Background: an optimization exercise with open tools, aiming at small area and a short achievable clock period. Do not read the settings as production practice.
In this exercise RTL edits were held to simulation tests only and were not proved equivalent to the original.

==> v12 <==
## booth2multiplier
module booth2multiplier #(
    parameter bit_width = 32
    )(
    input wire [bit_width-1:0] A,    
    input wire [bit_width-1:0] B,    
    input wire clk, reset_n,
    output wire [2*bit_width-1:0] OUT
);
wire n1;
g_nand2 u_n1 (.a(A[0]), .b(reset_n), .y(n1));
wire n2;
g_nand2 u_n2 (.a(A[1]), .b(reset_n), .y(n2));
wire n3;
g_nand2 u_n3 (.a(A[2]), .b(reset_n), .y(n3));
wire n4;
g_nand2 u_n4 (.a(A[3]), .b(reset_n), .y(n4));
wire n5;
g_nand2 u_n5 (.a(A[4]), .b(reset_n), .y(n5));
wire n6;
g_nand2 u_n6 (.a(A[5]), .b(reset_n), .y(n6));
wire n7;
g_nand2 u_n7 (.a(A[6]), .b(reset_n), .y(n7));
wire n8;
g_nand2 u_n8 (.a(A[7]), .b(reset_n), .y(n8));
wire n9;
g_nand2 u_n9 (.a(A[8]), .b(reset_n), .y(n9));
wire n10;
g_nand2 u_n10 (.a(A[9]), .b(reset_n), .y(n10));
wire n11;
g_nand2 u_n11 (.a(A[10]), .b(reset_n), .y(n11));
wire n12;
g_nand2 u_n12 (.a(A[11]), .b(reset_n), .y(n12));
wire n13;
g_nand2 u_n13 (.a(A[12]), .b(reset_n), .y(n13));
wire n14;
g_nand2 u_n14 (.a(A[13]), .b(reset_n), .y(n14));
wire n15;
g_nand2 u_n15 (.a(A[14]), .b(reset_n), .y(n15));
wire n16;
g_nand2 u_n16 (.a(A[15]), .b(reset_n), .y(n16));
wire n17;
g_nand2 u_n17 (.a(A[16]), .b(reset_n), .y(n17));
wire n18;
g_nand2 u_n18 (.a(A[17]), .b(reset_n), .y(n18));
wire n19;
g_nand2 u_n19 (.a(A[18]), .b(reset_n), .y(n19));
wire n20;
g_nand2 u_n20 (.a(A[19]), .b(reset_n), .y(n20));
wire n21;
g_nand2 u_n21 (.a(A[20]), .b(reset_n), .y(n21));
wire n22;
g_nand2 u_n22 (.a(A[21]), .b(reset_n), .y(n22));
wire n23;
g_nand2 u_n23 (.a(A[22]), .b(reset_n), .y(n23));
wire n24;
g_nand2 u_n24 (.a(A[23]), .b(reset_n), .y(n24));
wire n25;
  ...
export LEC_CHECK = 0
export CAP_MARGIN = 20
export CORE_MARGIN = 2
export CORE_UTILIZATION = 45
export SETUP_SLACK_MARGIN = 4.0
export SLEW_MARGIN = 20
export SYNTH_HIERARCHICAL = 1
create_clock -name core_clock -period 13.0 [get_ports {clk}]
standard.sh (not shown) runs the stock make flow with config.mk's settings and CLKGATE_MAP_FILE= SYNTH_SCRIPT=/design/flow/synth_recipe.tcl, a recipe that flattens the netlist after the stock synthesis.
==> flow/flow/run.sh <==
#!/bin/bash
# The standard layout (the standard.sh, all ORFS steps from synthesis to
# finish), except that the port buffers placed before global placement are
# sky130_fd_sc_hd__buf_1 cells instead of the default delay-buffer cell; the
# resizer upsizes them where timing needs it.  Full output in flow_standard.log.
set -euo pipefail
bash standard.sh "BUFFER_PORTS_ARGS=-buffer_cell sky130_fd_sc_hd__buf_1" finish > flow_standard.log 2>&1
==> v13: changes against v12 <==
SETUP_SLACK_MARGIN = 4.6   (was 4.0)
==> run notes <==
- Synthesized cell count is the same in v13 and v12.
- Area after synthesis is the same in v12 and v13.
- Against v13, the non-clock buffer count of v12 is lower by 70.
- Between v13 and v12, the lower hold slack is in v12 (gap 0.062 ns).
- In v12 the first-iteration DRC count is higher than in v13, by 17%.
- In critical path depth, v13 and v12 do not differ.
- In sequential cell count, v13 and v12 do not differ.
- Against v13, the worst setup slack of v12 is worse by 0.54 ns.
- Die area is the same in v13 and v12.
==> figures <==
item                                                                          v13             v12
Global routing met2 resource utilization                                    49.3%           47.3%
Status                                                             finished clean  finished clean
Data required time at the worst endpoint                                 13.27 ns        13.32 ns
CP startpoint                                                               B[23]           B[12]
Arrival time worst endpoint                                               8.48 ns         9.07 ns
Detailed placer's ending HPWL                                             57.6 mm         56.7 mm
Share of layout cells above drive strength 1                                14.0%           7.83%
Detail-routed net length per standard cell                                25.1 um         24.6 um
Worst Tran Pin Value                                                     0.990 ns         1.15 ns
Fmax                                                                    0.122 GHz       0.114 GHz
Number of antenna violations at the first check in global routing               1               2
Worst setup path endpoint                                              ff_out[61]      ff_out[54]
Core occupancy in the finished layout                                       54.4%           50.6%
Violation count after the first detailed-route iteration                     2006            2345
Largest driver fanout on the critical path                                     16              17
Met3 routed WL                                                            9.53 mm         9.78 mm

========
==> inputs of run a <==
Another version of the RTL of booth2multiplier (not shown whole).
Settings: LEC_CHECK=0, CAP_MARGIN=20, CORE_MARGIN=2, CORE_UTILIZATION=45, SETUP_SLACK_MARGIN=5, SLEW_MARGIN=20, SYNTH_HIERARCHICAL=1; clock period 13.0 ns.
run.sh (not shown) runs the stock make flow with config.mk's settings and CLKGATE_MAP_FILE= SYNTH_SCRIPT=/design/flow/synth_recipe.tcl, a recipe that flattens the netlist after the stock synthesis.
Stock flow here: none of the scripts above is used.
==> run b (differences from run a) <==
- SETUP_SLACK_MARGIN: 5 -> 4
==> run c (differences from run a) <==
--- a/flow/design.v
+++ b/flow/design.v
@@ -4,15 +4,15 @@
     )(
     input wire [bit_width-1:0] A,    
     input wire [bit_width-1:0] B,    
     input wire clk, reset_n,
     output wire [2*bit_width-1:0] OUT
 );
-wire one0 = (B[0] ^ 1'b0) & 1'b1;
-wire two0 = ((B[0] & 1'b0 & ~B[1]) | (~B[0] & ~1'b0 & B[1])) & 1'b1;
-wire neg0 = B[1] & 1'b1;
+wire one0 = (B[0] ^ 1'b0) & reset_n;
+wire two0 = ((B[0] & 1'b0 & ~B[1]) | (~B[0] & ~1'b0 & B[1])) & reset_n;
+wire neg0 = B[1] & reset_n;
 wire [32:0] x0;
 assign x0[0] = ((one0 & A[0]) | (two0 & 1'b0)) ^ neg0;
 assign x0[1] = ((one0 & A[1]) | (two0 & A[0])) ^ neg0;
 assign x0[2] = ((one0 & A[2]) | (two0 & A[1])) ^ neg0;
 assign x0[3] = ((one0 & A[3]) | (two0 & A[2])) ^ neg0;
 assign x0[4] = ((one0 & A[4]) | (two0 & A[3])) ^ neg0;
@@ -41,15 +41,15 @@
 assign x0[27] = ((one0 & A[27]) | (two0 & A[26])) ^ neg0;
 assign x0[28] = ((one0 & A[28]) | (two0 & A[27])) ^ neg0;
 assign x0[29] = ((one0 & A[29]) | (two0 & A[28])) ^ neg0;
 assign x0[30] = ((one0 & A[30]) | (two0 & A[29])) ^ neg0;
 assign x0[31] = ((one0 & A[31]) | (two0 & A[30])) ^ neg0;
 assign x0[32] = ((one0 & A[31]) | (two0 & A[31])) ^ neg0;
-wire one1 = (B[2] ^ B[1]) & 1'b1;
-wire two1 = ((B[2] & B[1] & ~B[3]) | (~B[2] & ~B[1] & B[3])) & 1'b1;
-wire neg1 = B[3] & 1'b1;
+wire one1 = (B[2] ^ B[1]) & reset_n;
+wire two1 = ((B[2] & B[1] & ~B[3]) | (~B[2] & ~B[1] & B[3])) & reset_n;
+wire neg1 = B[3] & reset_n;
 wire [32:0] x1;
 assign x1[0] = ((one1 & A[0]) | (two1 & 1'b0)) ^ neg1;
 assign x1[1] = ((one1 & A[1]) | (two1 & A[0])) ^ neg1;
 assign x1[2] = ((one1 & A[2]) | (two1 & A[1])) ^ neg1;
 assign x1[3] = ((one1 & A[3]) | (two1 & A[2])) ^ neg1;
 assign x1[4] = ((one1 & A[4]) | (two1 & A[3])) ^ neg1;
@@ -78,15 +78,15 @@
 assign x1[27] = ((one1 & A[27]) | (two1 & A[26])) ^ neg1;
 assign x1[28] = ((one1 & A[28]) | (two1 & A[27])) ^ neg1;
 assign x1[29] = ((one1 & A[29]) | (two1 & A[28])) ^ neg1;
 assign x1[30] = ((one1 & A[30]) | (two1 & A[29])) ^ neg1;
 assign x1[31] = ((one1 & A[31]) | (two1 & A[30])) ^ neg1;
 assign x1[32] = ((one1 & A[31]) | (two1 & A[31])) ^ neg1;
-wire one2 = (B[4] ^ B[3]) & 1'b1;
-wire two2 = ((B[4] & B[3] & ~B[5]) | (~B[4] & ~B[3] & B[5])) & 1'b1;
-wire neg2 = B[5] & 1'b1;
+wire one2 = (B[4] ^ B[3]) & reset_n;
+wire two2 = ((B[4] & B[3] & ~B[5]) | (~B[4] & ~B[3] & B[5])) & reset_n;
+wire neg2 = B[5] & reset_n;
 wire [32:0] x2;
 assign x2[0] = ((one2 & A[0]) | (two2 & 1'b0)) ^ neg2;
 assign x2[1] = ((one2 & A[1]) | (two2 & A[0])) ^ neg2;
 assign x2[2] = ((one2 & A[2]) | (two2 & A[1])) ^ neg2;
 assign x2[3] = ((one2 & A[3]) | (two2 & A[2])) ^ neg2;
 assign x2[4] = ((one2 & A[4]) | (two2 & A[3])) ^ neg2;
@@ -115,15 +115,15 @@
 assign x2[27] = ((one2 & A[27]) | (two2 & A[26])) ^ neg2;
 assign x2[28] = ((one2 & A[28]) | (two2 & A[27])) ^ neg2;
 assign x2[29] = ((one2 & A[29]) | (two2 & A[28])) ^ neg2;
 assign x2[30] = ((one2 & A[30]) | (two2 & A[29])) ^ neg2;
 assign x2[31] = ((one2 & A[31]) | (two2 & A[30])) ^ neg2;
 assign x2[32] = ((one2 & A[31]) | (two2 & A[31])) ^ neg2;
-wire one3 = (B[6] ^ B[5]) & 1'b1;
-wire two3 = ((B[6] & B[5] & ~B[7]) | (~B[6] & ~B[5] & B[7])) & 1'b1;
-wire neg3 = B[7] & 1'b1;
+wire one3 = (B[6] ^ B[5]) & reset_n;
+wire two3 = ((B[6] & B[5] & ~B[7]) | (~B[6] & ~B[5] & B[7])) & reset_n;
+wire neg3 = B[7] & reset_n;
 wire [32:0] x3;
 assign x3[0] = ((one3 & A[0]) | (two3 & 1'b0)) ^ neg3;
 assign x3[1] = ((one3 & A[1]) | (two3 & A[0])) ^ neg3;
 assign x3[2] = ((one3 & A[2]) | (two3 & A[1])) ^ neg3;
 assign x3[3] = ((one3 & A[3]) | (two3 & A[2])) ^ neg3;
 assign x3[4] = ((one3 & A[4]) | (two3 & A[3])) ^ neg3;
@@ -152,15 +152,15 @@
 assign x3[27] = ((one3 & A[27]) | (two3 & A[26])) ^ neg3;
 assign x3[28] = ((one3 & A[28]) | (two3 & A[27])) ^ neg3;
 assign x3[29] = ((one3 & A[29]) | (two3 & A[28])) ^ neg3;
 assign x3[30] = ((one3 & A[30]) | (two3 & A[29])) ^ neg3;
 assign x3[31] = ((one3 & A[31]) | (two3 & A[30])) ^ neg3;
 assign x3[32] = ((one3 & A[31]) | (two3 & A[31])) ^ neg3;
-wire one4 = (B[8] ^ B[7]) & 1'b1;
-wire two4 = ((B[8] & B[7] & ~B[9]) | (~B[8] & ~B[7] & B[9])) & 1'b1;
-wire neg4 = B[9] & 1'b1;
+wire one4 = (B[8] ^ B[7]) & reset_n;
+wire two4 = ((B[8] & B[7] & ~B[9]) | (~B[8] & ~B[7] & B[9])) & reset_n;
+wire neg4 = B[9] & reset_n;
 wire [32:0] x4;
 assign x4[0] = ((one4 & A[0]) | (two4 & 1'b0)) ^ neg4;
 assign x4[1] = ((one4 & A[1]) | (two4 & A[0])) ^ neg4;
 assign x4[2] = ((one4 & A[2]) | (two4 & A[1])) ^ neg4;
 assign x4[3] = ((one4 & A[3]) | (two4 & A[2])) ^ neg4;
 assign x4[4] = ((one4 & A[4]) | (two4 & A[3])) ^ neg4;
@@ -189,15 +189,15 @@
 assign x4[27] = ((one4 & A[27]) | (two4 & A[26])) ^ neg4;
 assign x4[28] = ((one4 & A[28]) | (two4 & A[27])) ^ neg4;
 assign x4[29] = ((one4 & A[29]) | (two4 & A[28])) ^ neg4;
 assign x4[30] = ((one4 & A[30]) | (two4 & A[29])) ^ neg4;
 assign x4[31] = ((one4 & A[31]) | (two4 & A[30])) ^ neg4;
 assign x4[32] = ((one4 & A[31]) | (two4 & A[31])) ^ neg4;
-wire one5 = (B[10] ^ B[9]) & 1'b1;
-wire two5 = ((B[10] & B[9] & ~B[11]) | (~B[10] & ~B[9] & B[11])) & 1'b1;
-wire neg5 = B[11] & 1'b1;
+wire one5 = (B[10] ^ B[9]) & reset_n;
+wire two5 = ((B[10] & B[9] & ~B[11]) | (~B[10] & ~B[9] & B[11])) & reset_n;
+wire neg5 = B[11] & reset_n;
 wire [32:0] x5;
 assign x5[0] = ((one5 & A[0]) | (two5 & 1'b0)) ^ neg5;
 assign x5[1] = ((one5 & A[1]) | (two5 & A[0])) ^ neg5;
 assign x5[2] = ((one5 & A[2]) | (two5 & A[1])) ^ neg5;
 assign x5[3] = ((one5 & A[3]) | (two5 & A[2])) ^ neg5;
 assign x5[4] = ((one5 & A[4]) | (two5 & A[3])) ^ neg5;
@@ -226,15 +226,15 @@
 assign x5[27] = ((one5 & A[27]) | (two5 & A[26])) ^ neg5;
 assign x5[28] = ((one5 & A[28]) | (two5 & A[27])) ^ neg5;
 assign x5[29] = ((one5 & A[29]) | (two5 & A[28])) ^ neg5;
 assign x5[30] = ((one5 & A[30]) | (two5 & A[29])) ^ neg5;
 assign x5[31] = ((one5 & A[31]) | (two5 & A[30])) ^ neg5;
 assign x5[32] = ((one5 & A[31]) | (two5 & A[31])) ^ neg5;
-wire one6 = (B[12] ^ B[11]) & 1'b1;
-wire two6 = ((B[12] & B[11] & ~B[13]) | (~B[12] & ~B[11] & B[13])) & 1'b1;
-wire neg6 = B[13] & 1'b1;
+wire one6 = (B[12] ^ B[11]) & reset_n;
+wire two6 = ((B[12] & B[11] & ~B[13]) | (~B[12] & ~B[11] & B[13])) & reset_n;
+wire neg6 = B[13] & reset_n;
 wire [32:0] x6;
 assign x6[0] = ((one6 & A[0]) | (two6 & 1'b0)) ^ neg6;
 assign x6[1] = ((one6 & A[1]) | (two6 & A[0])) ^ neg6;
 assign x6[2] = ((one6 & A[2]) | (two6 & A[1])) ^ neg6;
 assign x6[3] = ((one6 & A[3]) | (two6 & A[2])) ^ neg6;
 assign x6[4] = ((one6 & A[4]) | (two6 & A[3])) ^ neg6;
@@ -263,15 +263,15 @@
 assign x6[27] = ((one6 & A[27]) | (two6 & A[26])) ^ neg6;
 assign x6[28] = ((one6 & A[28]) | (two6 & A[27])) ^ neg6;
 assign x6[29] = ((one6 & A[29]) | (two6 & A[28])) ^ neg6;
 assign x6[30] = ((one6 & A[30]) | (two6 & A[29])) ^ neg6;
 assign x6[31] = ((one6 & A[31]) | (two6 & A[30])) ^ neg6;
 assign x6[32] = ((one6 & A[31]) | (two6 & A[31])) ^ neg6;
-wire one7 = (B[14] ^ B[13]) & 1'b1;
-wire two7 = ((B[14] & B[13] & ~B[15]) | (~B[14] & ~B[13] & B[15])) & 1'b1;
-wire neg7 = B[15] & 1'b1;
+wire one7 = (B[14] ^ B[13]) & reset_n;
+wire two7 = ((B[14] & B[13] & ~B[15]) | (~B[14] & ~B[13] & B[15])) & reset_n;
+wire neg7 = B[15] & reset_n;
 wire [32:0] x7;
 assign x7[0] = ((one7 & A[0]) | (two7 & 1'b0)) ^ neg7;
 assign x7[1] = ((one7 & A[1]) | (two7 & A[0])) ^ neg7;
 assign x7[2] = ((one7 & A[2]) | (two7 & A[1])) ^ neg7;
 assign x7[3] = ((one7 & A[3]) | (two7 & A[2])) ^ neg7;
 assign x7[4] = ((one7 & A[4]) | (two7 & A[3])) ^ neg7;
@@ -300,15 +300,15 @@
 assign x7[27] = ((one7 & A[27]) | (two7 & A[26])) ^ neg7;
 assign x7[28] = ((one7 & A[28]) | (two7 & A[27])) ^ neg7;
 assign x7[29] = ((one7 & A[29]) | (two7 & A[28])) ^ neg7;
 assign x7[30] = ((one7 & A[30]) | (two7 & A[29])) ^ neg7;
 assign x7[31] = ((one7 & A[31]) | (two7 & A[30])) ^ neg7;
 assign x7[32] = ((one7 & A[31]) | (two7 & A[31])) ^ neg7;
-wire one8 = (B[16] ^ B[15]) & 1'b1;
-wire two8 = ((B[16] & B[15] & ~B[17]) | (~B[16] & ~B[15] & B[17])) & 1'b1;
-wire neg8 = B[17] & 1'b1;
+wire one8 = (B[16] ^ B[15]) & reset_n;
+wire two8 = ((B[16] & B[15] & ~B[17]) | (~B[16] & ~B[15] & B[17])) & reset_n;
+wire neg8 = B[17] & reset_n;
 wire [32:0] x8;
 assign x8[0] = ((one8 & A[0]) | (two8 & 1'b0)) ^ neg8;
 assign x8[1] = ((one8 & A[1]) | (two8 & A[0])) ^ neg8;
 assign x8[2] = ((one8 & A[2]) | (two8 & A[1])) ^ neg8;
 assign x8[3] = ((one8 & A[3]) | (two8 & A[2])) ^ neg8;
 assign x8[4] = ((one8 & A[4]) | (two8 & A[3])) ^ neg8;
@@ -337,15 +337,15 @@
 assign x8[27] = ((one8 & A[27]) | (two8 & A[26])) ^ neg8;
 assign x8[28] = ((one8 & A[28]) | (two8 & A[27])) ^ neg8;
 assign x8[29] = ((one8 & A[29]) | (two8 & A[28])) ^ neg8;
 assign x8[30] = ((one8 & A[30]) | (two8 & A[29])) ^ neg8;
 assign x8[31] = ((one8 & A[31]) | (two8 & A[30])) ^ neg8;
 assign x8[32] = ((one8 & A[31]) | (two8 & A[31])) ^ neg8;
-wire one9 = (B[18] ^ B[17]) & 1'b1;
-wire two9 = ((B[18] & B[17] & ~B[19]) | (~B[18] & ~B[17] & B[19])) & 1'b1;
-wire neg9 = B[19] & 1'b1;
+wire one9 = (B[18] ^ B[17]) & reset_n;
+wire two9 = ((B[18] & B[17] & ~B[19]) | (~B[18] & ~B[17] & B[19])) & reset_n;
+wire neg9 = B[19] & reset_n;
 wire [32:0] x9;
 assign x9[0] = ((one9 & A[0]) | (two9 & 1'b0)) ^ neg9;
 assign x9[1] = ((one9 & A[1]) | (two9 & A[0])) ^ neg9;
 assign x9[2] = ((one9 & A[2]) | (two9 & A[1])) ^ neg9;
 assign x9[3] = ((one9 & A[3]) | (two9 & A[2])) ^ neg9;
 assign x9[4] = ((one9 & A[4]) | (two9 & A[3])) ^ neg9;
@@ -374,15 +374,15 @@
 assign x9[27] = ((one9 & A[27]) | (two9 & A[26])) ^ neg9;
 assign x9[28] = ((one9 & A[28]) | (two9 & A[27])) ^ neg9;
 assign x9[29] = ((one9 & A[29]) | (two9 & A[28])) ^ neg9;
 assign x9[30] = ((one9 & A[30]) | (two9 & A[29])) ^ neg9;
 assign x9[31] = ((one9 & A[31]) | (two9 & A[30])) ^ neg9;
 assign x9[32] = ((one9 & A[31]) | (two9 & A[31])) ^ neg9;
-wire one10 = (B[20] ^ B[19]) & 1'b1;
-wire two10 = ((B[20] & B[19] & ~B[21]) | (~B[20] & ~B[19] & B[21])) & 1'b1;
-wire neg10 = B[21] & 1'b1;
+wire one10 = (B[20] ^ B[19]) & reset_n;
+wire two10 = ((B[20] & B[19] & ~B[21]) | (~B[20] & ~B[19] & B[21])) & reset_n;
+wire neg10 = B[21] & reset_n;
 wire [32:0] x10;
 assign x10[0] = ((one10 & A[0]) | (two10 & 1'b0)) ^ neg10;
 assign x10[1] = ((one10 & A[1]) | (two10 & A[0])) ^ neg10;
 assign x10[2] = ((one10 & A[2]) | (two10 & A[1])) ^ neg10;
 assign x10[3] = ((one10 & A[3]) | (two10 & A[2])) ^ neg10;
 assign x10[4] = ((one10 & A[4]) | (two10 & A[3])) ^ neg10;
@@ -411,15 +411,15 @@
 assign x10[27] = ((one10 & A[27]) | (two10 & A[26])) ^ neg10;
 assign x10[28] = ((one10 & A[28]) | (two10 & A[27])) ^ neg10;
 assign x10[29] = ((one10 & A[29]) | (two10 & A[28])) ^ neg10;
 assign x10[30] = ((one10 & A[30]) | (two10 & A[29])) ^ neg10;
 assign x10[31] = ((one10 & A[31]) | (two10 & A[30])) ^ neg10;
 assign x10[32] = ((one10 & A[31]) | (two10 & A[31])) ^ neg10;
-wire one11 = (B[22] ^ B[21]) & 1'b1;
-wire two11 = ((B[22] & B[21] & ~B[23]) | (~B[22] & ~B[21] & B[23])) & 1'b1;
-wire neg11 = B[23] & 1'b1;
+wire one11 = (B[22] ^ B[21]) & reset_n;
+wire two11 = ((B[22] & B[21] & ~B[23]) | (~B[22] & ~B[21] & B[23])) & reset_n;
+wire neg11 = B[23] & reset_n;
 wire [32:0] x11;
 assign x11[0] = ((one11 & A[0]) | (two11 & 1'b0)) ^ neg11;
 assign x11[1] = ((one11 & A[1]) | (two11 & A[0])) ^ neg11;
 assign x11[2] = ((one11 & A[2]) | (two11 & A[1])) ^ neg11;
 assign x11[3] = ((one11 & A[3]) | (two11 & A[2])) ^ neg11;
 assign x11[4] = ((one11 & A[4]) | (two11 & A[3])) ^ neg11;
@@ -448,15 +448,15 @@
 assign x11[27] = ((one11 & A[27]) | (two11 & A[26])) ^ neg11;
 assign x11[28] = ((one11 & A[28]) | (two11 & A[27])) ^ neg11;
 assign x11[29] = ((one11 & A[29]) | (two11 & A[28])) ^ neg11;
 assign x11[30] = ((one11 & A[30]) | (two11 & A[29])) ^ neg11;
 assign x11[31] = ((one11 & A[31]) | (two11 & A[30])) ^ neg11;
 assign x11[32] = ((one11 & A[31]) | (two11 & A[31])) ^ neg11;
-wire one12 = (B[24] ^ B[23]) & 1'b1;
-wire two12 = ((B[24] & B[23] & ~B[25]) | (~B[24] & ~B[23] & B[25])) & 1'b1;
-wire neg12 = B[25] & 1'b1;
+wire one12 = (B[24] ^ B[23]) & reset_n;
+wire two12 = ((B[24] & B[23] & ~B[25]) | (~B[24] & ~B[23] & B[25])) & reset_n;
+wire neg12 = B[25] & reset_n;
 wire [32:0] x12;
 assign x12[0] = ((one12 & A[0]) | (two12 & 1'b0)) ^ neg12;
 assign x12[1] = ((one12 & A[1]) | (two12 & A[0])) ^ neg12;
 assign x12[2] = ((one12 & A[2]) | (two12 & A[1])) ^ neg12;
 assign x12[3] = ((one12 & A[3]) | (two12 & A[2])) ^ neg12;
 assign x12[4] = ((one12 & A[4]) | (two12 & A[3])) ^ neg12;
@@ -485,15 +485,15 @@
 assign x12[27] = ((one12 & A[27]) | (two12 & A[26])) ^ neg12;
 assign x12[28] = ((one12 & A[28]) | (two12 & A[27])) ^ neg12;
 assign x12[29] = ((one12 & A[29]) | (two12 & A[28])) ^ neg12;
 assign x12[30] = ((one12 & A[30]) | (two12 & A[29])) ^ neg12;
 assign x12[31] = ((one12 & A[31]) | (two12 & A[30])) ^ neg12;
 assign x12[32] = ((one12 & A[31]) | (two12 & A[31])) ^ neg12;
-wire one13 = (B[26] ^ B[25]) & 1'b1;
-wire two13 = ((B[26] & B[25] & ~B[27]) | (~B[26] & ~B[25] & B[27])) & 1'b1;
-wire neg13 = B[27] & 1'b1;
+wire one13 = (B[26] ^ B[25]) & reset_n;
+wire two13 = ((B[26] & B[25] & ~B[27]) | (~B[26] & ~B[25] & B[27])) & reset_n;
+wire neg13 = B[27] & reset_n;
 wire [32:0] x13;
 assign x13[0] = ((one13 & A[0]) | (two13 & 1'b0)) ^ neg13;
 assign x13[1] = ((one13 & A[1]) | (two13 & A[0])) ^ neg13;
 assign x13[2] = ((one13 & A[2]) | (two13 & A[1])) ^ neg13;
 assign x13[3] = ((one13 & A[3]) | (two13 & A[2])) ^ neg13;
 assign x13[4] = ((one13 & A[4]) | (two13 & A[3])) ^ neg13;
@@ -522,15 +522,15 @@
 assign x13[27] = ((one13 & A[27]) | (two13 & A[26])) ^ neg13;
 assign x13[28] = ((one13 & A[28]) | (two13 & A[27])) ^ neg13;
 assign x13[29] = ((one13 & A[29]) | (two13 & A[28])) ^ neg13;
 assign x13[30] = ((one13 & A[30]) | (two13 & A[29])) ^ neg13;
 assign x13[31] = ((one13 & A[31]) | (two13 & A[30])) ^ neg13;
 assign x13[32] = ((one13 & A[31]) | (two13 & A[31])) ^ neg13;
-wire one14 = (B[28] ^ B[27]) & 1'b1;
-wire two14 = ((B[28] & B[27] & ~B[29]) | (~B[28] & ~B[27] & B[29])) & 1'b1;
-wire neg14 = B[29] & 1'b1;
+wire one14 = (B[28] ^ B[27]) & reset_n;
+wire two14 = ((B[28] & B[27] & ~B[29]) | (~B[28] & ~B[27] & B[29])) & reset_n;
+wire neg14 = B[29] & reset_n;
 wire [32:0] x14;
 assign x14[0] = ((one14 & A[0]) | (two14 & 1'b0)) ^ neg14;
 assign x14[1] = ((one14 & A[1]) | (two14 & A[0])) ^ neg14;
 assign x14[2] = ((one14 & A[2]) | (two14 & A[1])) ^ neg14;
 assign x14[3] = ((one14 & A[3]) | (two14 & A[2])) ^ neg14;
 assign x14[4] = ((one14 & A[4]) | (two14 & A[3])) ^ neg14;
@@ -559,15 +559,15 @@
 assign x14[27] = ((one14 & A[27]) | (two14 & A[26])) ^ neg14;
 assign x14[28] = ((one14 & A[28]) | (two14 & A[27])) ^ neg14;
 assign x14[29] = ((one14 & A[29]) | (two14 & A[28])) ^ neg14;
 assign x14[30] = ((one14 & A[30]) | (two14 & A[29])) ^ neg14;
 assign x14[31] = ((one14 & A[31]) | (two14 & A[30])) ^ neg14;
 assign x14[32] = ((one14 & A[31]) | (two14 & A[31])) ^ neg14;
-wire one15 = (B[30] ^ B[29]) & 1'b1;
-wire two15 = ((B[30] & B[29] & ~B[31]) | (~B[30] & ~B[29] & B[31])) & 1'b1;
-wire neg15 = B[31] & 1'b1;
+wire one15 = (B[30] ^ B[29]) & reset_n;
+wire two15 = ((B[30] & B[29] & ~B[31]) | (~B[30] & ~B[29] & B[31])) & reset_n;
+wire neg15 = B[31] & reset_n;
 wire [32:0] x15;
 assign x15[0] = ((one15 & A[0]) | (two15 & 1'b0)) ^ neg15;
 assign x15[1] = ((one15 & A[1]) | (two15 & A[0])) ^ neg15;
 assign x15[2] = ((one15 & A[2]) | (two15 & A[1])) ^ neg15;
 assign x15[3] = ((one15 & A[3]) | (two15 & A[2])) ^ neg15;
 assign x15[4] = ((one15 & A[4]) | (two15 & A[3])) ^ neg15;
@@ -1978,14 +1978,13 @@
 wire G1373 = G1309 | (P1310 & G1277);
 wire P1374 = P1310 & P1278;
 wire [63:0] carry = {G1371, G1369, G1367, G1365, G1363, G1361, G1359, G1357, G1355, G1353, G1351, G1349, G1347, G1345, G1343, G1341, G1339, G1337, G1335, G1333, G1331, G1329, G1327, G1325, G1323, G1321, G1319, G1317, G1315, G1313, G1311, G1277, G1275, G1273, G1271, G1269, G1267, G1265, G1263, G1261, G1259, G1257, G1255, G1253, G1251, G1249, G1247, G1197, G1195, G1193, G1191, G1189, G1187, G1185, G1183, G1125, G1123, G1121, G1119, G1057, G1055, G991, g[0], 1'b0};
 wire [63:0] product = p ^ carry ^ {1'b1, 63'd0};
 reg [63:0] ff_out;
 always @(posedge clk) begin
-    if (~reset_n) ff_out <= 64'd0;
-    else ff_out <= product;
+    ff_out <= product;   
 end
 assign OUT = ff_out;
 endmodule
 module fa (input wire a, b, ci, output wire s, co);
 assign s = a ^ b ^ ci;
 assign co = (a & b) | (a & ci) | (b & ci);
- CORE_UTILIZATION: 45 -> 30
- SETUP_SLACK_MARGIN: 5 -> not set
==> key figures <==
Final layout
  – Final Instance Count excl. Fillers: 3271
  – Clock buffers: 9
  – Post-layout util: 59.55%

Status
  – Status: finished clean

Placed design
  – GP Congestion: 0.9085

Synth
  – Yosys cell types: 63
(the above is from run a)
==> key figures <==
Placed design
  – GP Congestion: 0.9097

Synth
  – Yosys cell types: 71

Final layout
  – Final Instance Count excl. Fillers: 3483
  – Post-layout util: 33.42%
  – Clock buffers: 11

Status
  – Status: finished clean
(the above is from run c)
==> key figures <==
Status
  – Status: finished clean

Final layout
  – Clock buffers: 10
  – Final Instance Count excl. Fillers: 3231

Synth
  – Yosys cell types: 63
(the above is from run b)

-- what the ideal ports hide --
In the flow no input, the clock included, has a driving cell. The finished layouts below were timed again as built, in two steps. Step 1: set_driving_cell puts a clkbuf_16 on clk and a buf_2 on each other input, an assumption about the parent block. Step 2, shift: input delay + t, output delay - t, t = (earliest + latest rising clock arrival at the registers) / 2. This alone moves slack from input paths to output paths. a / b / c = ideal / step 1 / step 2; a / b = the first two.
run	t, ns	slack for setup (ns)	worst slew at a driven data input, ns
v12	0.460	4.250 / 4.282 / 3.822	0.12
v13	0.454	4.791 / 4.794 / 4.341	0.09
run a	0.482	3.990 / 3.903 / 3.420	0.25
run b	0.449	3.813 / 3.796 / 3.347	0.18
run c	0.455	2.839 / 2.872 / 2.417	0.11
After both steps setup and hold are still met in every run listed. For run a, which loses most, drivers alone change the setup slack by -0.087 ns; drivers and shift together by -0.570 ns.
